What follows belongs to an exercise in optimizing a design on an open flow for small area, a short achievable clock period and few clock cycles per item; a production flow would make more cautious choices.
RTL that was checked went through simulation tests only; none was proved equivalent to the original.
No functional check of the RTL was part of runs 1 to 3.

==> flow/run.sh <==
#!/bin/bash
# The standard layout (the standard.sh, standard synthesis unchanged), with
# every input and output port buffered by a buf_1 instead of the default
# clkdlybuf4s50_1 that buffer_ports picks.
set -euo pipefail
export BUFFER_PORTS_ARGS="-buffer_cell sky130_fd_sc_hd__buf_1"
bash standard.sh > standard_make.log 2>&1
==> standard.sh <==
#!/bin/bash
# synth_recipe.tcl (not shown) runs the flow's synth.tcl, then flattens the netlist and writes it again
# the make line also repeats each setting of config.mk as NAME=value (left out here)
make -C /OpenROAD-flow-scripts/flow DESIGN_CONFIG=/design/flow/config.mk WORK_HOME=/design/flow/orfs CLKGATE_MAP_FILE= SYNTH_SCRIPT=/design/flow/synth_recipe.tcl "${@:-finish}"
==> config.mk <==
export PLATFORM = sky130hd
export DESIGN_NAME = sphincs_compute_H_msg
export DESIGN_NICKNAME = sphincs_compute_H_msg
export VERILOG_FILES = /design/flow/design.v
export SDC_FILE = /design/flow/constraint.sdc
export NUM_CORES = 4
export LEC_CHECK = 0
export ABC_CLOCK_PERIOD_IN_PS = 2500
export CAP_MARGIN = 20
export CORE_MARGIN = 2
export CORE_UTILIZATION = 40
export SETUP_SLACK_MARGIN = 5
export SLEW_MARGIN = 20
==> constraint.sdc <==
create_clock -name core_clock -period 10.0 [get_ports {CLK}]
set_input_delay 2.0000 -clock core_clock [delete_from_list [all_inputs] [get_ports {CLK}]]
set_output_delay 2.0000 -clock core_clock [all_outputs]
set_load 0.01 [all_outputs]
==> design.v <==
`timescale 1ns/1ps
module sphincs_compute_H_msg (
  input  wire         CLK,
  input  wire         RST,         
  input  wire         start,       
  input  wire [127:0] R_in,
  input  wire [127:0] PKseed,
  input  wire [127:0] PKroot,
  input  wire [263:0] msg,         
  output wire [271:0] H_msg,       
  output reg          valid
);
  localparam [255:0] IV = {
    32'h6a09e667, 32'hbb67ae85, 32'h3c6ef372, 32'ha54ff53a,
    32'h510e527f, 32'h9b05688c, 32'h1f83d9ab, 32'h5be0cd19
  };
  localparam [31:0] K0          = 32'h428a2f98;
  localparam [31:0] K0_PLUS_IVH = 32'h428a2f98 + 32'h5be0cd19;
  function [31:0] rotr;
    input [31:0] x;
    input integer n;
    rotr = (x >> n) | (x << (32 - n));
  endfunction
  function [63:0] csa;
    input [31:0] x, y, z;
    reg [31:0] s, c;
    begin
      s = x ^ y ^ z;
      c = (x & y) | (x & z) | (y & z);
      csa = {s, c[30:0], 1'b0};
    end
  endfunction
  function [31:0] add32;
    input [31:0] x, y;
    reg [31:0] gg, pp, p0;
    integer l, i, j;
    begin
      gg = x & y;
      p0 = x ^ y;
      pp = p0;
      for (l = 0; l < 5; l = l + 1)
        for (i = 0; i < 32; i = i + 1)
          if ((i >> l) & 1) begin
            j = ((i >> l) << l) - 1;
            gg[i] = gg[i] | (pp[i] & gg[j]);
            pp[i] = pp[i] & pp[j];
          end
      add32 = p0 ^ {gg[30:0], 1'b0};
    end
  endfunction
  function [31:0] knext2;
    input [5:0] i;
    case (i)
      6'd00: knext2 = 32'hb5c0fbcf;
      6'd01: knext2 = 32'he9b5dba5;
      6'd02: knext2 = 32'h3956c25b;
      6'd03: knext2 = 32'h59f111f1;
      6'd04: knext2 = 32'h923f82a4;
      6'd05: knext2 = 32'hab1c5ed5;
      6'd06: knext2 = 32'hd807aa98;
      6'd07: knext2 = 32'h12835b01;
      6'd08: knext2 = 32'h243185be;
      6'd09: knext2 = 32'h550c7dc3;
      6'd10: knext2 = 32'h72be5d74;
      6'd11: knext2 = 32'h80deb1fe;
      6'd12: knext2 = 32'h9bdc06a7;
      6'd13: knext2 = 32'hc19bf174;
      6'd14: knext2 = 32'he49b69c1;
      6'd15: knext2 = 32'hefbe4786;
      6'd16: knext2 = 32'h0fc19dc6;
      6'd17: knext2 = 32'h240ca1cc;
      6'd18: knext2 = 32'h2de92c6f;
      6'd19: knext2 = 32'h4a7484aa;
      6'd20: knext2 = 32'h5cb0a9dc;
      6'd21: knext2 = 32'h76f988da;
      6'd22: knext2 = 32'h983e5152;
      6'd23: knext2 = 32'ha831c66d;
      6'd24: knext2 = 32'hb00327c8;
      6'd25: knext2 = 32'hbf597fc7;
      6'd26: knext2 = 32'hc6e00bf3;
      6'd27: knext2 = 32'hd5a79147;
      6'd28: knext2 = 32'h06ca6351;
      6'd29: knext2 = 32'h14292967;
      6'd30: knext2 = 32'h27b70a85;
      6'd31: knext2 = 32'h2e1b2138;
      6'd32: knext2 = 32'h4d2c6dfc;
      6'd33: knext2 = 32'h53380d13;
      6'd34: knext2 = 32'h650a7354;
      6'd35: knext2 = 32'h766a0abb;
      6'd36: knext2 = 32'h81c2c92e;
      6'd37: knext2 = 32'h92722c85;
      6'd38: knext2 = 32'ha2bfe8a1;
      6'd39: knext2 = 32'ha81a664b;
      6'd40: knext2 = 32'hc24b8b70;
      6'd41: knext2 = 32'hc76c51a3;
      6'd42: knext2 = 32'hd192e819;
      6'd43: knext2 = 32'hd6990624;
      6'd44: knext2 = 32'hf40e3585;
      6'd45: knext2 = 32'h106aa070;
      6'd46: knext2 = 32'h19a4c116;
      6'd47: knext2 = 32'h1e376c08;
      6'd48: knext2 = 32'h2748774c;
      6'd49: knext2 = 32'h34b0bcb5;
      6'd50: knext2 = 32'h391c0cb3;
      6'd51: knext2 = 32'h4ed8aa4a;
      6'd52: knext2 = 32'h5b9cca4f;
      6'd53: knext2 = 32'h682e6ff3;
      6'd54: knext2 = 32'h748f82ee;
      6'd55: knext2 = 32'h78a5636f;
      6'd56: knext2 = 32'h84c87814;
      6'd57: knext2 = 32'h8cc70208;
      6'd58: knext2 = 32'h90befffa;
      6'd59: knext2 = 32'ha4506ceb;
      6'd60: knext2 = 32'hbef9a3f7;
      6'd61: knext2 = 32'hc67178f2;
      6'd62: knext2 = 32'h428a2f98;
      default: knext2 = 32'h71374491;
    endcase
  endfunction
  reg        busy;      
  reg        dr;        
  reg        su;        
  reg [1:0]  dk;
  reg [1:0]  blk;       
  reg [5:0]  rnd;       
  wire rounding = busy & ~dr & ~su;
  wire last     = (rnd == 6'd63);
  wire dlast    = (dk == 2'd3);
  wire su_b0    = ~busy;                        
  wire su_b1    = busy & dr & dlast;
  wire su_t1    = busy & su & (blk == 2'd1);
  wire su_t0    = busy & su & (blk == 2'd2);
  wire fin      = busy & su & (blk == 2'd3);
  wire load_iv  = ~busy | su;
  wire ovl      = busy & blk[0] & ((rounding & (rnd[5:2] == 4'hf) & (rnd[1:0] != 2'd0)) | su);
  wire [1:0] lk = dr ? dk : (su ? 2'd3 : rnd[1:0] - 2'd1);
  always @(posedge CLK or negedge RST) begin
    if (RST == 1'b0) begin
      busy  <= 1'b0;
      dr    <= 1'b0;
      su    <= 1'b0;
      dk    <= 2'd0;
      blk   <= 2'd0;
      rnd   <= 6'd0;
      valid <= 1'b0;
    end else begin
      valid <= fin;
      if (!busy) begin
        if (start) begin
          busy <= 1'b1;
          dr   <= 1'b0;
          su   <= 1'b0;
          dk   <= 2'd0;
          blk  <= 2'd0;
          rnd  <= 6'd0;
        end
      end else if (su) begin
        su  <= 1'b0;
        blk <= blk + 2'd1;
        if (blk == 2'd3) busy <= 1'b0;
      end else if (dr) begin
        dk <= dk + 2'd1;
        if (dlast) begin
          dr  <= 1'b0;
          blk <= 2'd1;
        end
      end else begin
        rnd <= rnd + 6'd1;
        if (last) begin
          if (blk == 2'd0) dr <= 1'b1;
          else             su <= 1'b1;
        end
      end
    end
  end
  reg [31:0] a, b, c, d, e, f, g, h;
  reg [31:0] P;
  reg [31:0] Kr;        
  reg [31:0] w0, w1, w2, w3, w4, w5, w6, w7, w8, w9, w10, w11, w12, w13, w14, w15;
  reg [31:0] ha, hb, hc, hd, he, hf, hg, hh;    
  reg [15:0] t1top;                             
  assign H_msg = {ha, hb, hc, hd, he, hf, hg, hh, t1top};
  reg [31:0] xa_iv, xe_iv;
  always @* begin
    case (lk)
      2'd0: begin xa_iv = IV[159:128]; xe_iv = IV[31:0];   end
      2'd1: begin xa_iv = IV[191:160]; xe_iv = IV[63:32];  end
      2'd2: begin xa_iv = IV[223:192]; xe_iv = IV[95:64];  end
      default: begin xa_iv = IV[255:224]; xe_iv = IV[127:96]; end
    endcase
  end
  wire        addh = busy & (blk == 2'd1) & ~dr;    
  wire [31:0] opa  = dr ? d : a;
  wire [31:0] ope  = dr ? h : e;
  wire [31:0] xa   = addh ? hd : xa_iv;
  wire [31:0] xe   = addh ? hh : xe_iv;
  wire [31:0] suma = opa + xa;
  wire [31:0] sume = ope + xe;
  wire [31:0] S1 = rotr(e, 6) ^ rotr(e, 11) ^ rotr(e, 25);
  wire [31:0] S0 = rotr(a, 2) ^ rotr(a, 13) ^ rotr(a, 22);
  wire [31:0] ch = (e & f) ^ (~e & g);
  wire [31:0] mj = (a & b) | (c & (a | b));
  wire [63:0] l1  = csa(P, S1, ch);
  wire [63:0] le  = csa(d, l1[63:32], l1[31:0]);
  wire [63:0] la2 = csa(l1[63:32], l1[31:0], S0);
  wire [63:0] la3 = csa(la2[63:32], la2[31:0], mj);
  wire [31:0] e_new = add32(le[63:32], le[31:0]);
  wire [31:0] a_new = add32(la3[63:32], la3[31:0]);
  wire [511:0] blk0 = {R_in, PKseed, PKroot, msg[263:136]};
  reg [31:0] srcw;
  always @* begin
    srcw = 32'h0;
    case (blk)
      2'd0: srcw = blk0[511 - 32*(rnd[3:0] + 4'd2) -: 32];
      2'd1: case (rnd[3:0] + 4'd2)
              4'd2:  srcw = msg[71:40];
              4'd3:  srcw = msg[39:8];
              4'd4:  srcw = {msg[7:0], 8'h80, 16'h0};
              4'd15: srcw = 32'h00000288;
              default: srcw = 32'h0;
            endcase
      default: case (rnd[3:0] + 4'd2)
              4'd2:  srcw = hc;
              4'd3:  srcw = hd;
              4'd4:  srcw = he;
              4'd5:  srcw = hf;
              4'd6:  srcw = hg;
              4'd7:  srcw = hh;
              4'd8:  srcw = {31'h0, ~blk[0]};
              4'd9:  srcw = 32'h80000000;
              4'd15: srcw = 32'h00000120;
              default: srcw = 32'h0;
            endcase
    endcase
  end
  wire [31:0] s0w = rotr(w1, 7) ^ rotr(w1, 18) ^ (w1 >> 3);
  wire [31:0] s1w = rotr(w14, 17) ^ rotr(w14, 19) ^ (w14 >> 10);
  wire [63:0] lw1 = csa(w0, w9, s0w);
  wire [63:0] lw2 = csa(lw1[63:32], lw1[31:0], s1w);
  wire [31:0] wcomp = lw2[63:32] + lw2[31:0];
  reg [31:0] px, pw, pk, src0, src1;
  always @* begin
    px = g; pw = w15; pk = Kr;
    src0 = w15; src1 = srcw;
    if (su_b0) begin
      px = 32'h0; pw = R_in[127:96]; pk = K0_PLUS_IVH;
      src0 = R_in[127:96]; src1 = R_in[95:64];
    end else if (su_b1) begin
      px = g; pw = msg[135:104]; pk = K0;              
      src0 = msg[135:104]; src1 = msg[103:72];
    end else if (su_t1) begin
      px = a; pw = hd; pk = K0_PLUS_IVH;               
      src0 = suma; src1 = ha;                          
    end else if (su_t0) begin
      px = 32'h0; pw = ha; pk = K0_PLUS_IVH;
      src0 = ha; src1 = hb;
    end
  end
  wire [63:0] lp = csa(px, pw, pk);
  wire [31:0] p_new = add32(lp[63:32], lp[31:0]);
  wire setup = su_b0 | su_b1 | su_t1 | su_t0 | fin;
  wire [31:0] a_alt = load_iv ? IV[255:224] : suma;
  wire [31:0] e_alt = load_iv ? IV[127:96]  : sume;
  always @(posedge CLK) begin
    P <= p_new;
    Kr <= rounding ? knext2(rnd) : 32'h71374491;
    a <= rounding ? a_new : a_alt;
    e <= rounding ? e_new : e_alt;
    if (load_iv) {b, c, d, f, g, h} <= {IV[223:128], IV[95:0]};
    else         {b, c, d, f, g, h} <= {a, b, c, e, f, g};
    {w0, w1, w2, w3, w4, w5, w6, w7, w8, w9, w10, w11, w12, w13} <=
      {w1, w2, w3, w4, w5, w6, w7, w8, w9, w10, w11, w12, w13, w14};
    w14 <= src0;
    w15 <= (setup | rnd < 6'd14) ? src1 : wcomp;
    if (dr | ovl) begin
      {ha, hb, hc, hd} <= {suma, ha, hb, hc};
      {he, hf, hg, hh} <= {sume, he, hf, hg};
    end
    if (su_t0) t1top <= suma[31:16];
  end
endmodule
==> summary.txt, run 1 <==
GR Overflow Total 0; Adder-Cell Fraction of Synth Area 13.2%; worst reg2reg startpoint rnd[2]; CP Data Required Time 10.69 ns; placed cells 8,110; H-tree depth 3; Pre-antenna DRT Iters 10; Slew @ Worst Pin 1.35 ns; min cycle time layout 5.13 ns; CTS Buf Count 109; Die Ht 383 um; top cells by area, synth dfxtp_1, edfxtp_1, fa_1; Seq cells post-synth 1,118; setup_tns 0 ns; period utilization 51.3%; worst hold path type register to register; worst skew pair latency 0.79 ns; wire per inst 41.6 um; syn nets 6,626; Synth Cell Area 57,600 sq um; PortBufs 923; share of the synthesized area in the top cell type 28.9%; final setup vio count 0; worst setup path category primary input to register; Worst Setup Start Kind primary input; Total GRT Usage 46.5%; # nets final 7,527; slowest stage delay, CP 0.61 ns; initial core utilization 40.2%; CTS Buffer Depth 3; yosys warns 1; Post-Synth Simple-Gate Area 10.4%; Fmax 195 MHz; worst reg2reg path depth 15; first-pass GRT wire length 455 mm; core region area 143,000 sq um; Post-synth EDFFs 272; Slowest-stage cell, CP a21oi_1; hold_ws 0.316 ns; headroom to the max-slew limit 9.98%; Synth top cells by count dfxtp_1, nand2_1, nor2_1; final worst slack 4.87 ns; vias in the first global route 49,446; status complete, no violations; Post-DRT Antenna Nets 0; Compound-Gate Fraction of Synth Area 15.3%; max-cap violations 0; Routed WL 352 mm; Final Slew Violations 0; proportion of synthesized area in mux cells 6.68%; DIE AREA 147,000 sq um; Synth Area per Inst 10.4 sq um; CTS root buffer clkbuf_16; Post-DP HPWL 283 mm; clk_skew 0.0708 ns; via count 53,228; FF-to-FF End w15[16]; # rows 139; Setup WS pre-CTS 3.25 ns; Synth async-reset ratio 1.25%; Finished Layout Cells 8,465; post-synthesis sequential area ratio 43.7%; CP endpoint kind register; largest family of logic cells by synthesized area compound AO/OA/AOI/OAI gates; Iter 0 DRT Violations 8,664; vias per cell 6.29; cell with the most instances after synthesis dfxtp_1; Hold Vio Cnt, Final 0; Post-CTS Hold Fix Bufs 0; Yosys top cell by area dfxtp_1; TritonCTS Sinks 1,118; Yosys cell types 83; largest net degree at the start of global routing 82; CP dominant cell by count buf_4; WP data arrival 5.83 ns; initial antenna violation count 98; CP startpoint msg[127]; GPL Wtd Cong 1.10; Top FF cell, synth dfxtp_1; layout cell share with drive strength beyond 1 16.1%; crit-path max FO 4; min-delay src w13[4]; setup slack, reg-to-reg 4.90 ns; Die W 383 um; Area Overhead vs Synth 21.7%; Critical Path End P[30]; TritonCTS clock tree yes; xor/xnor cell area share of the yosys netlist 6.31%; worst path cell trace buf_1, or3_1, o21ai_0, buf_4, a21oi_1, fa_1, ha_1, inv_1, a2111oi_4, nor3_4, buf_12, o21ai_4, o41ai_4, o21bai_2, buf_4, xor2_1; post-synthesis cell count 5,525; DRC 0; I/O Pins 924; unrepaired setup endpoints after global routing true; Clock transition at path regs 0.06 ns
layout make-up:
class | count | area (sq um)
clock buffers | 152 | 3200
repair buffers | 1138 | 5620
diodes | 40 | 100
inverters | 306 | 1170
clock inverters | 55 | 618
flip-flops and latches | 1118 | 25300
fillers | 13575 | 73200
multi-input cells | 3753 | 31700
well taps | 1903 | 2380
logic make-up after synthesis:
kind of cell / count (synthesis)
and+or+nand+nor: 1271
AOI/OAI and AO/OA: 1341
DFF: 1118
muxes: 246
xor gates and xnor gates: 415
adders and majority gates: 474
buffers and inverters: 660
routing by layer:
layer / vias to the layer above / GRT usage [%] / wire length [um]
met4: 40 / 22.6 / 21100
met2: 4179 / 64.8 / 142000
met1: 26829 / 63.2 / 141000
met3: 762 / 16.9 / 48200
li1: 21418 / - / -
met5: - / 0 / 268
worst min path at each step:
stage / endpoint / slack, ns / cells past startpoint
2_1_floorplan: w10[0] / 0.31 / 0
3_5_place_dp: w3[16] / 0.31 / 0
4_1_cts: w6[5] / 0.31 / 0
6_report: w12[4] / 0.32 / 0
5_1_grt: w11[13] / 0.32 / 0
3_3_place_gp: w5[29] / 0.31 / 0
per-stage QoR:
step	area (sq um)	utilization, %
detailed placement	63300	44.2
finish	70100	48.9
global route	70000	48.9
global placement	63300	44.2
floorplan	57900	-
CTS	69000	48.2
what timing repair did:
| item | 4_1_cts | 5_1_grt |
|---|---|---|
| setup buffers | 59 | 35 |
| setup endpoints to repair | 196 | 89 |
| pin swaps | 50 | 57 |
| gates resized for setup | 265 | 143 |
| cloned | 10 | 3 |
worst max-delay path: cells and delay by family:
family | cells | cell delay (ns)
compound gates | 6 | 1.54
fa+ha+maj | 2 | 0.99
buf+inv | 5 | 0.85
simple gates | 2 | 0.29
xor+xnor | 1 | 0.13
placed cells by master (no fill, tap or decap), drive strengths merged, types with 24 or more instances in the layout:
cell / n
xor2: 113
a21o: 92
buf: 1121
diode: 40
o21ai: 308
a31oi: 87
nand2b: 37
a21oi: 272
o21bai: 32
xnor2: 302
a221oi: 53
and3: 47
o211ai: 47
dfxtp: 832
and2: 123
clkbuf: 165
mux2: 117
nor2b: 25
nand3: 108
or3: 26
nor3: 59
or2: 113
o22ai: 62
nor2: 305
edfxtp: 272
ha: 222
nand2: 398
o21a: 28
clkinv: 33
mux2i: 30
a211oi: 45
inv: 319
mux4: 99
fa: 228
a22oi: 136
maj3: 24
==> inputs of run 2 (changes only) <==
--- a/config.mk
+++ b/config.mk
@@ -9,5 +9,7 @@
 export CAP_MARGIN = 20
 export CORE_MARGIN = 2
 export CORE_UTILIZATION = 40
+export CTS_BUF_LIST = sky130_fd_sc_hd__clkbuf_8
+export CTS_CLUSTER_SIZE = 24
 export SETUP_SLACK_MARGIN = 5
 export SLEW_MARGIN = 20
==> summary.txt, run 2 <==
Pre-antenna DRT Iters 9; CP startpoint dr; DRC 0; syn nets 6,626; Post-DP HPWL 283 mm; crit-path max FO 29; worst hold path endpoint w11[27]; Area Overhead vs Synth 22.4%; Hold Vio Cnt, Final 0; cell with the most instances after synthesis dfxtp_1; CP Data Required Time 10.81 ns; worst reg2reg path depth 19; CTS Buf Count 175; Post-synth EDFFs 272; first-pass GRT wire length 456 mm; DIE AREA 147,000 sq um; Slowest-stage cell, CP xnor2_2; Synth Area per Inst 10.4 sq um; worst skew pair latency 0.96 ns; I/O Pins 924; Slew @ Worst Pin 1.34 ns; TritonCTS Sinks 1,118; TritonCTS clock tree yes; Synth Cell Area 57,600 sq um; worst path cell trace buf_16, inv_6, and3_4, buf_6, nor3_4, nor2_1, ha_2, inv_1, fa_1, nor2b_1, o31a_1, o21ai_0, nand2b_1, a21oi_1, nor2_1, nor2_1, xnor2_2, o21ai_1, nand2_1; Die W 383 um; Final Slew Violations 0; final setup vio count 0; CP delay by family, top simple AND/OR/NAND/NOR gates; clk_skew 0.0897 ns; FF-to-FF End w14[8]; Top FF cell, synth dfxtp_1; max-cap violations 0; H-tree depth 4; Yosys cell types 83; CP dominant cell by count nor2_1; Worst Setup Start Kind register; CP endpoint kind register; CTS root buffer clkbuf_8; Synth async-reset ratio 1.25%; post-synthesis cell count 5,525; PortBufs 923; # nets final 7,604; yosys warns 1; vias per cell 6.23; GPL Wtd Cong 1.10; layout cell share with drive strength beyond 1 17.2%; GR Overflow Total 0; initial antenna violation count 89; worst reg2reg startpoint dr; core region area 143,000 sq um; fillers 13,617; Clock transition at path regs 0.07 ns; wire per inst 41.1 um; share of the synthesized area in the top cell type 28.9%; worst setup path category register to register; top cells by area, synth dfxtp_1, edfxtp_1, fa_1; setup slack, reg-to-reg 4.86 ns; Hold Crit Depth 0; status complete, no violations; headroom to the max-slew limit 10.7%; Fmax 195 MHz; WP data arrival 5.95 ns; CTS Buffer Depth 3; Bufs and invs on worst path 4; # rows 139; min-delay src w12[27]; largest net degree at the start of global routing 82; via count 53,546; Synth top cells by count dfxtp_1, nand2_1, nor2_1; Iter 0 DRT Violations 8,409; Cell Area, Placed 63,300 sq um; Routed WL 353 mm; most frequent cells in the layout buf_1, dfxtp_1, nand2_1, inv_1, nor2_1; worst hold path type register to register; post-layout instance area 70,500 sq um; slowest stage delay, CP 0.53 ns; unrepaired setup endpoints after global routing true; Post-DRT Antenna Nets 0; period utilization 51.4%; Die Ht 383 um; Seq cells post-synth 1,118; Total GRT Usage 46.5%; min cycle time layout 5.14 ns; initial core utilization 40.2%; Yosys top cell by area dfxtp_1; setup_tns 0 ns; post-synthesis sequential area ratio 43.7%; commonest non-fill, non-tap cell in the layout buf_1; vias in the first global route 49,997
-- run 2: worst max path at each step --
stage | endpoint | cells past startpoint | slack, ns
3_5_place_dp | P[31] | 16 | 3.25
3_3_place_gp | P[31] | 16 | 3.26
5_1_grt | P[31] | 18 | 4.93
6_report | w14[8] | 19 | 4.86
4_1_cts | w14[24] | 21 | 4.95
2_1_floorplan | ha[0] | 9 | 1.68
-- run 2: timing repair --
item	4_1_cts	5_1_grt
pin swaps	47	69
resized for setup	253	154
gates cloned	10	5
hold buffers	0	0
buffers inserted	65	38
setup endpoints to repair	197	94
-- run 2: per-layer routing --
layer | track usage (%) | up-vias | share of wire [%]
met4 | 23.7 | 38 | 5.9
met1 | 62.8 | 26979 | 40
met3 | 17.2 | 776 | 13
li1 | - | 21598 | -
met5 | 0 | - | 0.081
met2 | 64.9 | 4155 | 40
-- run 2: final cells by class --
type                       instances  area (sq um)  share of cell area [%]
inverter                         306          1180                    1.68
multi-input combinational       3752         31800                    45.1
clock inverter                   111          1030                    1.46
timing repair buffer            1150          5710                    8.11
sequential                      1118         25300                    35.9
clock buffer                     218          3000                    4.26
tap                             1903          2380                    3.38
antenna                           37          92.6                   0.131
-- run 2: logic make-up after synthesis --
group / Yosys count / share of synthesized area (%)
flops: 1118 / 43.7
xor+xnor: 415 / 6.31
fa+ha+maj: 474 / 13.2
compound gates: 1341 / 15.3
simple gates: 1271 / 10.4
buf+inv: 660 / 4.38
mux: 246 / 6.68
-- run 2: worst register-to-register path, stage by stage (launching register included) --
cell and delay (ns):
dfrtp_4 0.52, buf_16 0.21, inv_6 0.27, and3_4 0.50, buf_6 0.33, nor3_4 0.12, nor2_1 0.17, ha_2 0.24
inv_1 0.07, fa_1 0.47, nor2b_1 0.19, o31a_1 0.27, o21ai_0 0.11, nand2b_1 0.13, a21oi_1 0.09, nor2_1 0.10
nor2_1 0.07, xnor2_2 0.53, o21ai_1 0.24, nand2_1 0.38
-- run 2: through the flow --
stage	setup slack, ns	utilization, %	hold WS, ns	std cells
3_5_place_dp	3.25	44.2	0.312	8110
3_3_place_gp	3.26	44.2	0.310	8110
6_report	4.86	49.2	0.308	8595
5_1_grt	4.93	49.1	0.298	8567
2_1_floorplan	1.68	-	0.310	5525
4_1_cts	4.95	48.3	0.287	8514
==> inputs of run 3 (changes only) <==
==> flow/run.sh (replaced) <==
#!/bin/bash
# The standard layout (the standard.sh, standard synthesis unchanged), with
# every input and output port buffered by a buf_1 instead of the default
# clkdlybuf4s50_1 that buffer_ports picks, and timing repair aiming at a
# setup slack of 5.5 ns (the clock period stays the design's).
set -euo pipefail
export BUFFER_PORTS_ARGS="-buffer_cell sky130_fd_sc_hd__buf_1"
export SETUP_SLACK_MARGIN=5.5
bash standard.sh > standard_make.log 2>&1
--- a/config.mk
+++ b/config.mk
@@ -9,7 +9,4 @@
 export CAP_MARGIN = 20
 export CORE_MARGIN = 2
 export CORE_UTILIZATION = 40
-export CTS_BUF_LIST = sky130_fd_sc_hd__clkbuf_8
-export CTS_CLUSTER_SIZE = 24
-export SETUP_SLACK_MARGIN = 5
 export SLEW_MARGIN = 20
==> summary.txt, run 3 <==
status complete, no violations; core region area 143,000 sq um; initial core utilization 40.2%; CP endpoint kind register; top cells by area, synth dfxtp_1, edfxtp_1, fa_1; # rows 139; CP dominant cell by count a21oi_1; worst path cell trace buf_1, a21oi_1, and2_1, fa_1, inv_1, ha_1, and3_1, a21oi_1, o21ai_4, o41ai_4, o21bai_1, buf_4, xor2_1; TritonCTS clock tree yes; layout cell share with drive strength beyond 1 21.9%; met3 Use GR 15.2%; Bufs and invs on worst path 3; hold_ws 0.315 ns; DIE AREA 147,000 sq um; # nets final 7,660; wire per inst 41.8 um; Seq cells post-synth 1,118; H-tree depth 3; initial antenna violation count 107; worst skew pair latency 0.79 ns; Synth Area per Inst 10.4 sq um; Synth Cell Area 57,600 sq um; grt met1 use 65.8%; clk_skew 0.0782 ns; most frequent cells in the layout buf_1, dfxtp_1, nand2_1, inv_1, nor2_1; Hold Vio Cnt, Final 0; slowest stage delay, CP 0.86 ns; CP delay by family, top compound AO/OA/AOI/OAI gates; GPL Wtd Cong 1.07; Clock transition at path regs 0.06 ns; Yosys top cell by area dfxtp_1; GR peak layer met1; Total GRT Usage 46.7%; I/O Pins 924; GR Overflow Total 0; met2 Use GR 64.5%; DRC 0; vias in the first global route 49,513; share of the synthesized area in the top cell type 28.9%; cell with the most instances after synthesis dfxtp_1; headroom to the max-slew limit 18.5%; Post-DRT Antenna Nets 0; CTS Buffer Depth 3; Area Overhead vs Synth 28.3%; min cycle time layout 5.05 ns; vias per cell 6.35; Yosys cell types 83; crit-path max FO 4; Final Slew Violations 0; Pre-antenna DRT Iters 12; Slew @ Worst Pin 1.22 ns; Die W 383 um; first-pass GRT wire length 457 mm; Slowest-stage cell, CP a21oi_1; Top FF cell, synth dfxtp_1; Iter 0 DRT Violations 8,556; Routed WL 359 mm; yosys warns 1; Post-DP HPWL 280 mm; CP Data Required Time 10.64 ns; worst setup path category primary input to register; largest net degree at the start of global routing 165; worst hold path type register to register; syn nets 6,626; Post-synth EDFFs 272; Die Ht 383 um; unrepaired setup endpoints after global routing true; post-synthesis sequential area ratio 43.7%; setup_tns 0 ns; CTS root buffer clkbuf_16; post-synthesis cell count 5,525; max-cap violations 0; period utilization 50.5%; Synth async-reset ratio 1.25%; Fmax 198 MHz; PortBufs 923; CTS Buf Count 111; WP data arrival 5.69 ns; commonest non-fill, non-tap cell in the layout buf_1; TritonCTS Sinks 1,118; Core Util, Final 51.6%; final setup vio count 0; Synth top cells by count dfxtp_1, nand2_1, nor2_1; Worst Setup Start Kind primary input; via count 54,529; fillers 13,059
-- run 3: layout make-up --
type                    count  area, sq um  share of cell area, %
well taps                1903         2380                   3.22
flip-flops and latches   1118        25300                   34.2
multi-input cells        3755        33800                   45.7
diodes                     34         85.1                  0.115
inverters                 306         1200                   1.63
repair buffers           1267         7140                   9.66
clock buffers             144         3160                   4.28
clock inverters            66          832                   1.13
-- run 3: worst paths after layout --
kind                       slack (ns)  endpoint  startpoint  cells after the start
min reg2reg                      0.31   w10[23]     w11[23]                      0
max in group asynchronous        7.93      busy         RST                      1
min                              0.31   w10[23]     w11[23]                      0
min in group asynchronous        1.38    rnd[4]         RST                      1
max                              4.95     P[30]   R_in[122]                     13
max reg2reg                      5.12    he[30]      rnd[1]                     22
-- run 3: cells by family after synthesis --
kind of cell	after synthesis	share of synthesized area, %
fa+ha+maj	474	13.2
mux	246	6.68
buf+inv	660	4.38
simple gates	1271	10.4
xor+xnor	415	6.31
compound gates	1341	15.3
flops	1118	43.7
-- run 3: what timing repair did --
| action | CTS | global route |
|---|---|---|
| gates resized for setup | 536 | 301 |
| hold buffers | 0 | 0 |
| buffers inserted | 126 | 97 |
| cloned | 14 | 13 |
| pin swaps | 133 | 151 |
| endpoints found under the setup margin | 213 | 130 |
-- run 3: through the flow --
stage / cells / cell area, sq um / setup WS (ns)
after global placement: 8099 / 63500 / 3.16
after CTS: 8449 / 71300 / 5.13
after global routing: 8566 / 73800 / 4.90
final: 8593 / 73900 / 4.95
after detailed placement: 8099 / 63500 / 3.21
after floorplan: 5525 / 58100 / 1.68
-- run 3: per-layer routing --
metal	vias to the layer above	part of all wire, %
met5	-	0.048
met4	28	5.8
met3	810	14
met2	4442	40
met1	27567	41
li1	21682	-
==> inputs of run 4 (changes only) <==
--- a/design.v
+++ b/design.v
@@ -123,54 +123,88 @@
   reg [1:0]  dk;
   reg [1:0]  blk;       
   reg [5:0]  rnd;       
-  wire rounding = busy & ~dr & ~su;
-  wire last     = (rnd == 6'd63);
-  wire dlast    = (dk == 2'd3);
-  wire su_b0    = ~busy;                        
-  wire su_b1    = busy & dr & dlast;
-  wire su_t1    = busy & su & (blk == 2'd1);
-  wire su_t0    = busy & su & (blk == 2'd2);
-  wire fin      = busy & su & (blk == 2'd3);
-  wire load_iv  = ~busy | su;
-  wire ovl      = busy & blk[0] & ((rounding & (rnd[5:2] == 4'hf) & (rnd[1:0] != 2'd0)) | su);
-  wire [1:0] lk = dr ? dk : (su ? 2'd3 : rnd[1:0] - 2'd1);
+  reg        busy_n, dr_n, su_n;
+  reg [1:0]  dk_n, blk_n;
+  reg [5:0]  rnd_n;
+  always @* begin
+    busy_n = busy; dr_n = dr; su_n = su; dk_n = dk; blk_n = blk; rnd_n = rnd;
+    if (!busy) begin
+      if (start) begin
+        busy_n = 1'b1; dr_n = 1'b0; su_n = 1'b0;
+        dk_n = 2'd0; blk_n = 2'd0; rnd_n = 6'd0;
+      end
+    end else if (su) begin
+      su_n  = 1'b0;
+      blk_n = blk + 2'd1;
+      if (blk == 2'd3) busy_n = 1'b0;
+    end else if (dr) begin
+      dk_n = dk + 2'd1;
+      if (dk == 2'd3) begin
+        dr_n  = 1'b0;
+        blk_n = 2'd1;
+      end
+    end else begin
+      rnd_n = rnd + 6'd1;
+      if (rnd == 6'd63) begin
+        if (blk == 2'd0) dr_n = 1'b1;
+        else             su_n = 1'b1;
+      end
+    end
+  end
+  wire       n_round = busy_n & ~dr_n & ~su_n;
+  reg        rounding;    
+  reg        su_b0;       
+  reg        su_b1;       
+  reg        su_t1;       
+  reg        su_t0;       
+  reg        fin;         
+  reg        load_iv;     
+  reg        setup;       
+  reg        ldw0;        
+  reg        ovl;         
+  reg        addh;        
+  reg [1:0]  lk;          
+  reg        wcen;        
+  reg [15:2] sel0;        
+  reg [4:2]  sel1;        
+  reg [7:2]  selh;        
+  reg        selk;        
+  reg [31:0] kword;
   always @(posedge CLK or negedge RST) begin
     if (RST == 1'b0) begin
-      busy  <= 1'b0;
-      dr    <= 1'b0;
-      su    <= 1'b0;
-      dk    <= 2'd0;
-      blk   <= 2'd0;
-      rnd   <= 6'd0;
+      busy <= 1'b0; dr <= 1'b0; su <= 1'b0;
+      dk <= 2'd0; blk <= 2'd0; rnd <= 6'd0;
       valid <= 1'b0;
+      rounding <= 1'b0; su_b0 <= 1'b1; su_b1 <= 1'b0; su_t1 <= 1'b0;
+      su_t0 <= 1'b0; fin <= 1'b0; load_iv <= 1'b1; setup <= 1'b1;
+      ldw0 <= 1'b0; ovl <= 1'b0; addh <= 1'b0; lk <= 2'd0; wcen <= 1'b0;
+      sel0 <= 14'd0; sel1 <= 3'd0; selh <= 6'd0; selk <= 1'b0;
+      kword <= 32'h0;
     end else begin
+      busy <= busy_n; dr <= dr_n; su <= su_n;
+      dk <= dk_n; blk <= blk_n; rnd <= rnd_n;
       valid <= fin;
-      if (!busy) begin
-        if (start) begin
-          busy <= 1'b1;
-          dr   <= 1'b0;
-          su   <= 1'b0;
-          dk   <= 2'd0;
-          blk  <= 2'd0;
-          rnd  <= 6'd0;
-        end
-      end else if (su) begin
-        su  <= 1'b0;
-        blk <= blk + 2'd1;
-        if (blk == 2'd3) busy <= 1'b0;
-      end else if (dr) begin
-        dk <= dk + 2'd1;
-        if (dlast) begin
-          dr  <= 1'b0;
-          blk <= 2'd1;
-        end
-      end else begin
-        rnd <= rnd + 6'd1;
-        if (last) begin
-          if (blk == 2'd0) dr <= 1'b1;
-          else             su <= 1'b1;
-        end
-      end
+      rounding <= n_round;
+      su_b0    <= ~busy_n;
+      su_b1    <= busy_n & dr_n & (dk_n == 2'd3);
+      su_t1    <= busy_n & su_n & (blk_n == 2'd1);
+      su_t0    <= busy_n & su_n & (blk_n == 2'd2);
+      fin      <= busy_n & su_n & (blk_n == 2'd3);
+      load_iv  <= ~busy_n | su_n;
+      setup    <= ~busy_n | su_n | (dr_n & (dk_n == 2'd3));
+      ldw0     <= busy_n & dr_n & (dk_n == 2'd2);
+      ovl      <= busy_n & blk_n[0] &
+                  ((n_round & (rnd_n[5:2] == 4'hf) & (rnd_n[1:0] != 2'd0)) | su_n);
+      addh     <= busy_n & (blk_n == 2'd1) & ~dr_n;
+      lk       <= dr_n ? dk_n : (su_n ? 2'd3 : rnd_n[1:0] - 2'd1);
+      wcen     <= n_round & (rnd_n >= 6'd14);
+      sel0     <= (n_round & (blk_n == 2'd0) & (rnd_n < 6'd14)) ? (14'd1 << rnd_n[3:0]) : 14'd0;
+      sel1     <= (n_round & (blk_n == 2'd1) & (rnd_n < 6'd3))  ? (3'd1 << rnd_n[1:0]) : 3'd0;
+      selh     <= (n_round & blk_n[1] & (rnd_n < 6'd6))         ? (6'd1 << rnd_n[2:0]) : 6'd0;
+      selk     <= n_round & (blk_n != 2'd0) & ((rnd_n == 6'd13) | (blk_n[1] & ((rnd_n == 6'd6) | (rnd_n == 6'd7))));
+      kword    <= (blk_n == 2'd1) ? 32'h00000288 :
+                  (rnd_n == 6'd6) ? {31'h0, ~blk_n[0]} :
+                  (rnd_n == 6'd7) ? 32'h80000000 : 32'h00000120;
     end
   end
   reg [31:0] a, b, c, d, e, f, g, h;
@@ -189,7 +223,6 @@
       default: begin xa_iv = IV[255:224]; xe_iv = IV[127:96]; end
     endcase
   end
-  wire        addh = busy & (blk == 2'd1) & ~dr;    
   wire [31:0] opa  = dr ? d : a;
   wire [31:0] ope  = dr ? h : e;
   wire [31:0] xa   = addh ? hd : xa_iv;
@@ -207,58 +240,47 @@
   wire [31:0] e_new = add32(le[63:32], le[31:0]);
   wire [31:0] a_new = add32(la3[63:32], la3[31:0]);
   wire [511:0] blk0 = {R_in, PKseed, PKroot, msg[263:136]};
+  wire [255:0] hw   = {ha, hb, hc, hd, he, hf, hg, hh};
   reg [31:0] srcw;
+  integer k;
   always @* begin
     srcw = 32'h0;
-    case (blk)
-      2'd0: srcw = blk0[511 - 32*(rnd[3:0] + 4'd2) -: 32];
-      2'd1: case (rnd[3:0] + 4'd2)
-              4'd2:  srcw = msg[71:40];
-              4'd3:  srcw = msg[39:8];
-              4'd4:  srcw = {msg[7:0], 8'h80, 16'h0};
-              4'd15: srcw = 32'h00000288;
-              default: srcw = 32'h0;
-            endcase
-      default: case (rnd[3:0] + 4'd2)
-              4'd2:  srcw = hc;
-              4'd3:  srcw = hd;
-              4'd4:  srcw = he;
-              4'd5:  srcw = hf;
-              4'd6:  srcw = hg;
-              4'd7:  srcw = hh;
-              4'd8:  srcw = {31'h0, ~blk[0]};
-              4'd9:  srcw = 32'h80000000;
-              4'd15: srcw = 32'h00000120;
-              default: srcw = 32'h0;
-            endcase
-    endcase
+    for (k = 2; k < 16; k = k + 1)
+      srcw = srcw | ({32{sel0[k]}} & blk0[511 - 32*k -: 32]);
+    srcw = srcw | ({32{sel1[2]}} & msg[71:40])
+                | ({32{sel1[3]}} & msg[39:8])
+                | ({32{sel1[4]}} & {msg[7:0], 8'h80, 16'h0});
+    for (k = 2; k < 8; k = k + 1)
+      srcw = srcw | ({32{selh[k]}} & hw[255 - 32*k -: 32]);
+    srcw = srcw | ({32{selk}} & kword);
   end
   wire [31:0] s0w = rotr(w1, 7) ^ rotr(w1, 18) ^ (w1 >> 3);
   wire [31:0] s1w = rotr(w14, 17) ^ rotr(w14, 19) ^ (w14 >> 10);
   wire [63:0] lw1 = csa(w0, w9, s0w);
   wire [63:0] lw2 = csa(lw1[63:32], lw1[31:0], s1w);
-  wire [31:0] wcomp = lw2[63:32] + lw2[31:0];
+  wire [31:0] wcomp = add32(lw2[63:32], lw2[31:0]);
   reg [31:0] px, pw, pk, src0, src1;
   always @* begin
     px = g; pw = w15; pk = Kr;
-    src0 = w15; src1 = srcw;
+    src0 = w15; src1 = 32'h0;
     if (su_b0) begin
       px = 32'h0; pw = R_in[127:96]; pk = K0_PLUS_IVH;
       src0 = R_in[127:96]; src1 = R_in[95:64];
     end else if (su_b1) begin
-      px = g; pw = msg[135:104]; pk = K0;              
-      src0 = msg[135:104]; src1 = msg[103:72];
+      pk = K0;                                         
+      src1 = msg[103:72];
     end else if (su_t1) begin
       px = a; pw = hd; pk = K0_PLUS_IVH;               
       src0 = suma; src1 = ha;                          
     end else if (su_t0) begin
       px = 32'h0; pw = ha; pk = K0_PLUS_IVH;
       src0 = ha; src1 = hb;
+    end else if (ldw0) begin
+      src1 = msg[135:104];
     end
   end
   wire [63:0] lp = csa(px, pw, pk);
   wire [31:0] p_new = add32(lp[63:32], lp[31:0]);
-  wire setup = su_b0 | su_b1 | su_t1 | su_t0 | fin;
   wire [31:0] a_alt = load_iv ? IV[255:224] : suma;
   wire [31:0] e_alt = load_iv ? IV[127:96]  : sume;
   always @(posedge CLK) begin
@@ -271,7 +293,7 @@
     {w0, w1, w2, w3, w4, w5, w6, w7, w8, w9, w10, w11, w12, w13} <=
       {w1, w2, w3, w4, w5, w6, w7, w8, w9, w10, w11, w12, w13, w14};
     w14 <= src0;
-    w15 <= (setup | rnd < 6'd14) ? src1 : wcomp;
+    w15 <= wcen ? wcomp : (src1 | srcw);
     if (dr | ovl) begin
       {ha, hb, hc, hd} <= {suma, ha, hb, hc};
       {he, hf, hg, hh} <= {sume, he, hf, hg};
==> flow/run.sh (replaced) <==
#!/bin/bash
# The standard layout (the standard.sh, standard synthesis unchanged), with
# every input and output port buffered by a buf_1 instead of the default
# clkdlybuf4s50_1 that buffer_ports picks.
set -euo pipefail
export BUFFER_PORTS_ARGS="-buffer_cell sky130_fd_sc_hd__buf_1"
bash standard.sh > standard_make.log 2>&1
--- a/config.mk
+++ b/config.mk
@@ -9,4 +9,5 @@
 export CAP_MARGIN = 20
 export CORE_MARGIN = 2
 export CORE_UTILIZATION = 40
+export SETUP_SLACK_MARGIN = 5
 export SLEW_MARGIN = 20
==> summary.txt, run 4 <==
Synth Cell Area 57,000 sq um; # nets final 7,435; core region area 141,000 sq um; clk_skew 0.0541 ns; Synth Area per Inst 10.4 sq um; worst skew pair latency 0.79 ns; Slew @ Worst Pin 1.51 ns; min-delay src w5[5]; Post-DRT Antenna Nets 0; yosys warns 1; Synth async-reset ratio 4.75%; largest net degree at the start of global routing 100; Pre-antenna DRT Iters 13; initial core utilization 40.3%; Fmax 193 MHz; GR Overflow Total 0; worst setup path category register to register; Top FF cell, synth dfxtp_1; Reg area 26,300 sq um; Synth top cells by count dfxtp_1, inv_1, a21oi_1; max-cap violations 0; min cycle time layout 5.19 ns; Seq cells post-synth 1,159; placed cells 8,082; DRC 0; Die W 381 um; worst hold path type register to register; vias per cell 6.52; CP endpoint kind register; GPL Wtd Cong 1.14; cell with the most instances after synthesis dfxtp_1; I/O Pins 924; crit-path max FO 6; CP Data Required Time 10.69 ns; TritonCTS Sinks 1,159; setup_tns 0 ns; multi-input combinational cell area 28,000 sq um; Routed WL 394 mm; Die Ht 381 um; WP data arrival 5.89 ns; top cells by area, synth dfxtp_1, edfxtp_1, fa_1; TritonCTS clock tree yes; share of the synthesized area in the top cell type 29.2%; layout check faults slew limit; initial antenna violation count 92; headroom to the max-slew limit -0.429%; Total GRT Usage 52.4%; Yosys top cell by area dfxtp_1; Worst Setup Start Kind register; layout cell share with drive strength beyond 1 10.9%; Hold Vio Cnt, Final 0; commonest non-fill, non-tap cell in the layout buf_1; Finished Layout Cells 8,417; Post-DP HPWL 326 mm; final setup vio count 0; CTS Buf Count 120; # rows 138; PortBufs 923; Post-synth EDFFs 272; Clock transition at path regs 0.06 ns; worst reg2reg startpoint lk[0]; Final Slew Violations 1; H-tree depth 3; unrepaired setup endpoints after global routing true; post-synthesis cell count 5,453; wire per inst 46.8 um; first-pass GRT wire length 495 mm; setup slack, reg-to-reg 4.81 ns; via count 54,837; Yosys cell types 88; CTS root buffer clkbuf_16; period utilization 51.9%; DIE AREA 145,000 sq um; vias in the first global route 49,430; Area Overhead vs Synth 19.2%; status finished with violations; CTS Buffer Depth 3; fillers 13,396; syn nets 6,556; Iter 0 DRT Violations 9,427; CP startpoint lk[0]; most frequent cells in the layout buf_1, dfxtp_1, inv_1, a21oi_1, nand2_1; post-synthesis sequential area ratio 46.0%
-- run 4: cell count changes after synthesis, moves of 96 or more --
cell / delta
nor2_1: -98
a22o_1: +122
and2_1: -97
inv_1: +181
nand2_1: -104
mux4_2: -96
-- run 4: path summary, 6_finish.rpt --
| check | depth (start not counted) | to |
|---|---|---|
| worst max register to register | 14 | e[25] |
| worst min register to register | 0 | w4[5] |
| worst min-delay path | 0 | w4[5] |
| min in group asynchronous | 2 | kword[31] |
| max in group asynchronous | 2 | su_b1 |
| worst max-delay path | 14 | e[25] |
-- run 4: kinds of logic after synthesis --
logic type / Yosys count / synth area share [%]
buffers and inverters: 810 / 5.35
XOR/XNOR: 408 / 6.27
AO/OA/AOI/OAI: 1449 / 17.8
adder cells (fa/ha/maj): 462 / 13.1
multiplexers: 120 / 2.33
flip-flops: 1159 / 46.0
AND/OR/NAND/NOR: 1045 / 9.12
-- run 4: repair_timing --
item,4_1_cts,5_1_grt
pin swaps,5,7
resized for setup,35,66
endpoints found under the setup margin,46,43
setup buffers,8,7
hold buffers,0,0
-- run 4: stage by stage --
stage | hold slack, ns | cell area (sq um) | util, % | worst slack, ns
3_3_place_gp | 0.309 | 62700 | 44.4 | 4.07
5_1_grt | 0.324 | 67700 | 47.9 | 4.92
6_report | 0.322 | 67900 | 48.0 | 4.81
4_1_cts | 0.323 | 67400 | 47.6 | 4.94
2_1_floorplan | 0.310 | 57000 | - | 5.12
3_5_place_dp | 0.312 | 62800 | 44.4 | 4.04
-- run 4: routing by layer --
metal | wire length, um | track usage [%] | up-vias
li1 | - | - | 21148
met1 | 144000 | 62.8 | 27506
met2 | 150000 | 69.0 | 5014
met3 | 57600 | 25.9 | 1131
met4 | 42100 | 43.5 | 38
met5 | 810 | 4.53 | -
-- run 4: worst max-delay path, stage by stage (launching register included) --
cell	delay (ns)
dfrtp_1	0.40
inv_1	0.11
ha_1	0.41
nand2b_1	0.75
nand2_1	0.30
ha_1	0.51
nand3_1	0.11
nor2_1	0.14
o211ai_1	0.16
o211ai_1	0.38
a41oi_2	0.35
a21boi_0	0.40
a31oi_1	0.16
xnor2_1	0.64
a22o_1	0.27
-- run 4: layout make-up --
class / instances / area share (%)
diodes: 90 / 0.332
well taps: 1890 / 3.48
multi-input cells: 3484 / 41.3
repair buffers: 1081 / 7.00
clock inverters: 67 / 1.30
flip-flops and latches: 1159 / 38.7
clock buffers: 160 / 5.22
inverters: 486 / 2.69
Testbench counts of run 4, summed over its fixed seeds: cycles 33,792, hashes 128.
==> inputs of run 5 (changes only) <==
==> flow/run.sh (replaced) <==
#!/bin/bash
# The standard layout (the standard.sh, standard synthesis unchanged), with
# every input and output port buffered by a buf_1 instead of the default
# clkdlybuf4s50_1 that buffer_ports picks, and timing repair aiming at a
# setup slack of 5.5 ns (the clock period stays the design's).
set -euo pipefail
export BUFFER_PORTS_ARGS="-buffer_cell sky130_fd_sc_hd__buf_1"
export SETUP_SLACK_MARGIN=5.5
bash standard.sh > standard_make.log 2>&1
--- a/config.mk
+++ b/config.mk
@@ -6,8 +6,7 @@
 export NUM_CORES = 4
 export LEC_CHECK = 0
 export ABC_CLOCK_PERIOD_IN_PS = 2500
-export CAP_MARGIN = 20
+export CAP_MARGIN = 30
 export CORE_MARGIN = 2
 export CORE_UTILIZATION = 40
-export SETUP_SLACK_MARGIN = 5
-export SLEW_MARGIN = 20
+export SLEW_MARGIN = 35
==> summary.txt, run 5 <==
most frequent cells in the layout buf_1, dfxtp_1, inv_1, nand2_1, a21oi_1; worst hold path endpoint w9[7]; Area Overhead vs Synth 22.6%; Fmax 212 MHz; PortBufs 923; syn nets 6,556; vias per cell 6.61; Top FF cell, synth dfxtp_1; clk_skew 0.0939 ns; worst reg2reg path depth 14; crit-path max FO 6; vias in the first global route 50,157; min cycle time layout 4.72 ns; period utilization 47.2%; CTS Buffer Depth 3; # nets final 7,513; # rows 138; max-cap violations 0; Pre-antenna DRT Iters 12; unrepaired setup endpoints after global routing true; GR Overflow Total 0; worst reg2reg startpoint lk[0]; status complete, no violations; min-delay src w10[7]; Final Slew Violations 0; Post-synth EDFFs 272; Iter 0 DRT Violations 10,897; initial antenna violation count 83; multi-input combinational cell area 29,300 sq um; Total GRT Usage 53.7%; worst setup path category register to register; GPL Wtd Cong 1.19; wire per inst 48.0 um; H-tree depth 3; CP endpoint kind register; via count 56,034; worst hold path type register to register; CTS root buffer clkbuf_16; TritonCTS Sinks 1,159; yosys warns 1; Clock transition at path regs 0.07 ns; Routed WL 407 mm; Yosys top cell by area dfxtp_1; largest net degree at the start of global routing 130; CTS Buf Count 118; cell with the most instances after synthesis dfxtp_1; Synth Area per Inst 10.4 sq um; Post-CTS Hold Fix Bufs 0; TritonCTS clock tree yes; worst skew pair latency 0.81 ns; Seq cells post-synth 1,159; CP Data Required Time 10.73 ns; FF-to-FF End e[31]; Die Ht 381 um; Hold Vio Cnt, Final 0; top cells by area, synth dfxtp_1, edfxtp_1, fa_1; core region area 141,000 sq um; Synth async-reset ratio 4.75%; Core Util, Final 49.4%; Worst Setup Start Kind register; I/O Pins 924; Synth Cell Area 57,000 sq um; fillers 13,179; DRC 0; post-synthesis cell count 5,453; Post-DRT Antenna Nets 0; final setup vio count 0; commonest non-fill, non-tap cell in the layout buf_1; layout cell share with drive strength beyond 1 15.3%; initial core utilization 40.3%; post-synthesis sequential area ratio 46.0%; setup slack, reg-to-reg 5.28 ns; Reg area 26,400 sq um; Post-DP HPWL 331 mm; Hold Crit Depth 0; Synth top cells by count dfxtp_1, inv_1, a21oi_1; headroom to the max-slew limit 21.1%; Die W 381 um; Yosys cell types 88; WP data arrival 5.45 ns; share of the synthesized area in the top cell type 29.2%; DIE AREA 145,000 sq um; first-pass GRT wire length 508 mm; Slew @ Worst Pin 1.18 ns; setup_tns 0 ns
[run 5: kinds of logic (layout without fill, tap and decap cells)]
kind of cell | Yosys count | count (layout) | share of synthesized area, %
AO/OA/AOI/OAI | 1449 | 1449 | 17.8
flip-flops | 1159 | 1159 | 46.0
AND/OR/NAND/NOR | 1045 | 1047 | 9.12
buffers and inverters | 810 | 1868 | 5.35
adder cells (fa/ha/maj) | 462 | 462 | 13.1
XOR/XNOR | 408 | 408 | 6.27
multiplexers | 120 | 120 | 2.33
other | 0 | 76 | 0
[run 5: per-stage QoR]
| stage | setup WS, ns | hold slack [ns] | instances | instance area, sq um |
|---|---|---|---|---|
| finish | 5.28 | 0.284 | 8479 | 69800 |
| CTS | 5.40 | 0.289 | 8343 | 68300 |
| floorplan | 5.28 | 0.310 | 5453 | 57000 |
| global route | 5.23 | 0.299 | 8433 | 69700 |
| detailed placement | 4.03 | 0.312 | 8073 | 62800 |
| global placement | 4.05 | 0.309 | 8066 | 62700 |
[run 5: how the worst max path moves through the flow]
stage / start / to / slack (ns) / depth (start not counted)
after global placement: su_b1 / P[31] / 4.05 / 16
after CTS: e[14] / a[31] / 5.40 / 16
after floorplan: R_in[98] / P[31] / 5.28 / 14
final: lk[0] / e[31] / 5.28 / 14
after global routing: e[14] / a[28] / 5.23 / 19
after detailed placement: su_b1 / P[31] / 4.03 / 16
[run 5: layer usage]
layer  wire (um)  up-vias  track usage, %
li1            -    21253               -
met1      145000    28073            64.1
met2      152000     5371            69.6
met3       64800     1309            28.6
met4       44200       28            45.7
met5         435        -            1.52
[run 5: area by class of cell]
class / instances / share of cell area (%)
Multi-Input combinational cell: 3486 / 41.9
Sequential cell: 1159 / 37.8
Timing Repair Buffer: 1159 / 8.01
Clock buffer: 154 / 4.91
Tap cell: 1890 / 3.39
Inverter: 486 / 2.62
Clock inverter: 69 / 1.09
Antenna cell: 76 / 0.272
[run 5: critical path, cell delays in order (launching register included)]
cell      delay (ns)
dfrtp_1         0.41
inv_1           0.11
ha_1            0.50
nand2b_4        0.26
nand2_1         0.29
ha_1            0.49
nand3_1         0.10
nor2_1          0.18
o211ai_1        0.19
o211ai_1        0.36
a41oi_2         0.31
a211oi_2        0.46
a31oi_2         0.28
xnor2_1         0.41
a22o_1          0.25
[run 5: repair_timing]
action	CTS	global route
gates cloned	3	4
pin swaps	49	85
setup buffers	44	55
resized for setup	226	164
setup endpoints to repair	127	94
==> inputs of run 6 (changes only) <==
==> flow/run.sh (replaced) <==
#!/bin/bash
# The standard layout (the standard.sh, standard synthesis unchanged), with
# every input and output port buffered by a buf_1 instead of the default
# clkdlybuf4s50_1 that buffer_ports picks, and timing repair aiming at a
# setup slack of 5.75 ns (the clock period stays the design's).
set -euo pipefail
export BUFFER_PORTS_ARGS="-buffer_cell sky130_fd_sc_hd__buf_1"
export SETUP_SLACK_MARGIN=5.75
bash standard.sh > standard_make.log 2>&1
==> summary.txt, run 6 <==
status complete, no violations; GPL Wtd Cong 1.14; Pre-antenna DRT Iters 9; headroom to the max-slew limit 23.3%; layout cell share with drive strength beyond 1 17.5%; worst hold path type register to register; Post-Route M1 WL 144 mm; post-layout instance area 71,800 sq um; CP endpoint kind register; slowest stage delay, CP 0.67 ns; Reg area 26,400 sq um; Die W 381 um; I/O Pins 924; period utilization 47.4%; PortBufs 923; largest net degree at the start of global routing 136; DR WL met2 152 mm; Top FF cell, synth dfxtp_1; post-synthesis cell count 5,453; Total GRT Usage 53.1%; GR Overflow Total 0; vias per cell 6.52; Synth Cell Area 57,000 sq um; clk_skew 0.0622 ns; Routed WL 399 mm; commonest non-fill, non-tap cell in the layout buf_1; worst skew pair latency 0.80 ns; worst setup path category register to register; CTS Buffer Depth 3; Post-DRT Antenna Nets 0; CTS Buf Count 131; metal3 WL 61.1 mm; fillers 13,128; # rows 138; Worst Setup Start Kind register; Synth Area per Inst 10.4 sq um; Slew @ Worst Pin 1.14 ns; Yosys cell types 88; Slowest-stage cell, CP fa_1; Clock transition at path regs 0.06 ns; initial antenna violation count 106; cell with the most instances after synthesis dfxtp_1; CP Data Required Time 10.65 ns; Seq cells post-synth 1,159; Area Overhead vs Synth 26.0%; unrepaired setup endpoints after global routing true; first-pass GRT wire length 502 mm; TritonCTS Sinks 1,159; syn nets 6,556; Fmax 211 MHz; top cells by area, synth dfxtp_1, edfxtp_1, fa_1; Iter 0 DRT Violations 9,519; Final Slew Violations 0; Post-synth EDFFs 272; CTS root buffer clkbuf_16; setup_tns 0 ns; H-tree depth 4; multi-input combinational cell area 30,300 sq um; vias in the first global route 50,320; max-cap violations 0; # nets final 7,572; Cell Area, Placed 62,800 sq um; Yosys top cell by area dfxtp_1; Bufs and invs on worst path 3; CP delay by family, top adder cells; DIE AREA 145,000 sq um; min cycle time layout 4.74 ns; core region area 141,000 sq um; wire per inst 46.8 um; worst path cell trace xor2_1, xnor2_1, fa_1, inv_1, fa_1, inv_1, fa_1, inv_1, ha_1, or2_2, a21oi_2, o31ai_4, o41ai_4, xnor2_1, a22o_1; Die Ht 381 um; via count 55,712; most frequent cells in the layout buf_1, dfxtp_1, inv_1, nand2_1, edfxtp_1; TritonCTS clock tree yes; Post-DP HPWL 322 mm; Highest Signal Layer met5; yosys warns 1; final setup vio count 0; post-synthesis sequential area ratio 46.0%; Synth top cells by count dfxtp_1, inv_1, a21oi_1; initial core utilization 40.3%; Synth async-reset ratio 4.75%; crit-path max FO 4; DRC 0; WP data arrival 5.40 ns; share of the synthesized area in the top cell type 29.2%; Hold Vio Cnt, Final 0
==> run 6: final cells by class <==
cell class / count / share of cell area, %
Tap cell: 1890 / 3.29
Clock inverter: 55 / 1.04
Clock buffer: 187 / 5.30
Inverter: 486 / 2.55
Sequential cell: 1159 / 36.8
Multi-Input combinational cell: 3485 / 42.2
Timing Repair Buffer: 1206 / 8.65
Antenna cell: 71 / 0.247
==> run 6: through the flow <==
step / cells / util (%) / hold slack (ns) / setup WS (ns)
after floorplan: 5453 / - / 0.310 / 5.28
after global placement: 8062 / 44.3 / 0.310 / 4.15
after detailed placement: 8066 / 44.4 / 0.312 / 4.47
after CTS: 8413 / 49.5 / 0.312 / 5.28
after global routing: 8483 / 50.7 / 0.315 / 5.13
final: 8539 / 50.8 / 0.313 / 5.26
==> run 6: logic make-up (layout without fill, tap and decap cells) <==
family	Yosys count	count (layout)	synth area share [%]
AO/OA/AOI/OAI	1449	1449	17.8
flip-flops	1159	1159	46.0
adder cells (fa/ha/maj)	462	462	13.1
other	0	71	0
XOR/XNOR	408	408	6.27
multiplexers	120	120	2.33
buffers and inverters	810	1934	5.35
AND/OR/NAND/NOR	1045	1046	9.12
==> run 6: path summary, 6_finish.rpt <==
| kind | startpoint | to | slack (ns) | depth (start not counted) |
|---|---|---|---|---|
| max | e[30] | a[31] | 5.26 | 15 |
| min | w12[24] | w11[24] | 0.31 | 0 |
| max reg2reg | e[30] | a[31] | 5.26 | 15 |
| min reg2reg | w12[24] | w11[24] | 0.31 | 0 |
| max in group asynchronous | RST | su_b1 | 8.02 | 2 |
| min in group asynchronous | RST | selh[5] | 1.37 | 2 |
==> run 6: what timing repair did <==
| item | 4_1_cts | 5_1_grt |
|---|---|---|
| setup buffers | 97 | 49 |
| resized for setup | 358 | 241 |
| pin swaps | 110 | 121 |
| hold buffers | 0 | 0 |
| endpoints found under the setup margin | 170 | 108 |
| cloned | 8 | 0 |
==> run 6: worst reg2reg max path: stages (launching register included) <==
cell,delay (ns)
dfxtp_4,0.41
xor2_1,0.19
xnor2_1,0.16
fa_1,0.67
inv_1,0.14
fa_1,0.50
inv_1,0.05
fa_1,0.53
inv_1,0.07
ha_1,0.31
or2_2,0.29
a21oi_2,0.45
o31ai_4,0.15
o41ai_4,0.39
xnor2_1,0.11
a22o_1,0.18
==> run 6: per-layer routing <==
metal	vias up	global-route usage [%]
met5	-	0.628
met4	40	44.8
met3	1240	26.9
met2	5110	69.2
met1	27979	64.0
li1	21343	-

-- separate check: timing with driven ports --
In the flow no input, the clock included, has a driving cell. The finished layouts below were timed again as built, in two steps. Step 1 sets driving cells, clkbuf_16 on the clock port and buf_2 on the other inputs (assumed; they add their load-dependent delay and slew). Step 2 times the ports against the registers' clock, not the clock port: input delays grow and output delays shrink by t, the midpoint of the rising clock arrivals with the driver on. Three values: ideal ports, drivers, drivers and shift; two values: the first two.
run | t (ns) | slack for setup (ns) | latest minus earliest clock arrival (ns) | worst register clock-pin slew, ns
run 1 | 0.834 | 4.866 / 4.821 / 3.987 | 0.073 / 0.073 | 0.08 / 0.08
run 2 | 0.990 | 4.863 / 4.863 / 3.986 | 0.093 / 0.093 | 0.08 / 0.08
run 3 | 0.829 | 4.946 / 4.960 / 4.131 | 0.079 / 0.079 | 0.07 / 0.07
run 4 | 0.835 | 4.805 / 4.805 / 4.033 | 0.057 / 0.058 | 0.08 / 0.08
run 5 | 0.845 | 5.279 / 5.279 / 4.618 | 0.095 / 0.095 | 0.07 / 0.07
run 6 | 0.853 | 5.255 / 5.255 / 4.699 | 0.063 / 0.063 | 0.07 / 0.07
The setup slack of run 1, which loses most, moves by -0.045 ns with the drivers and by -0.879 ns with both steps.
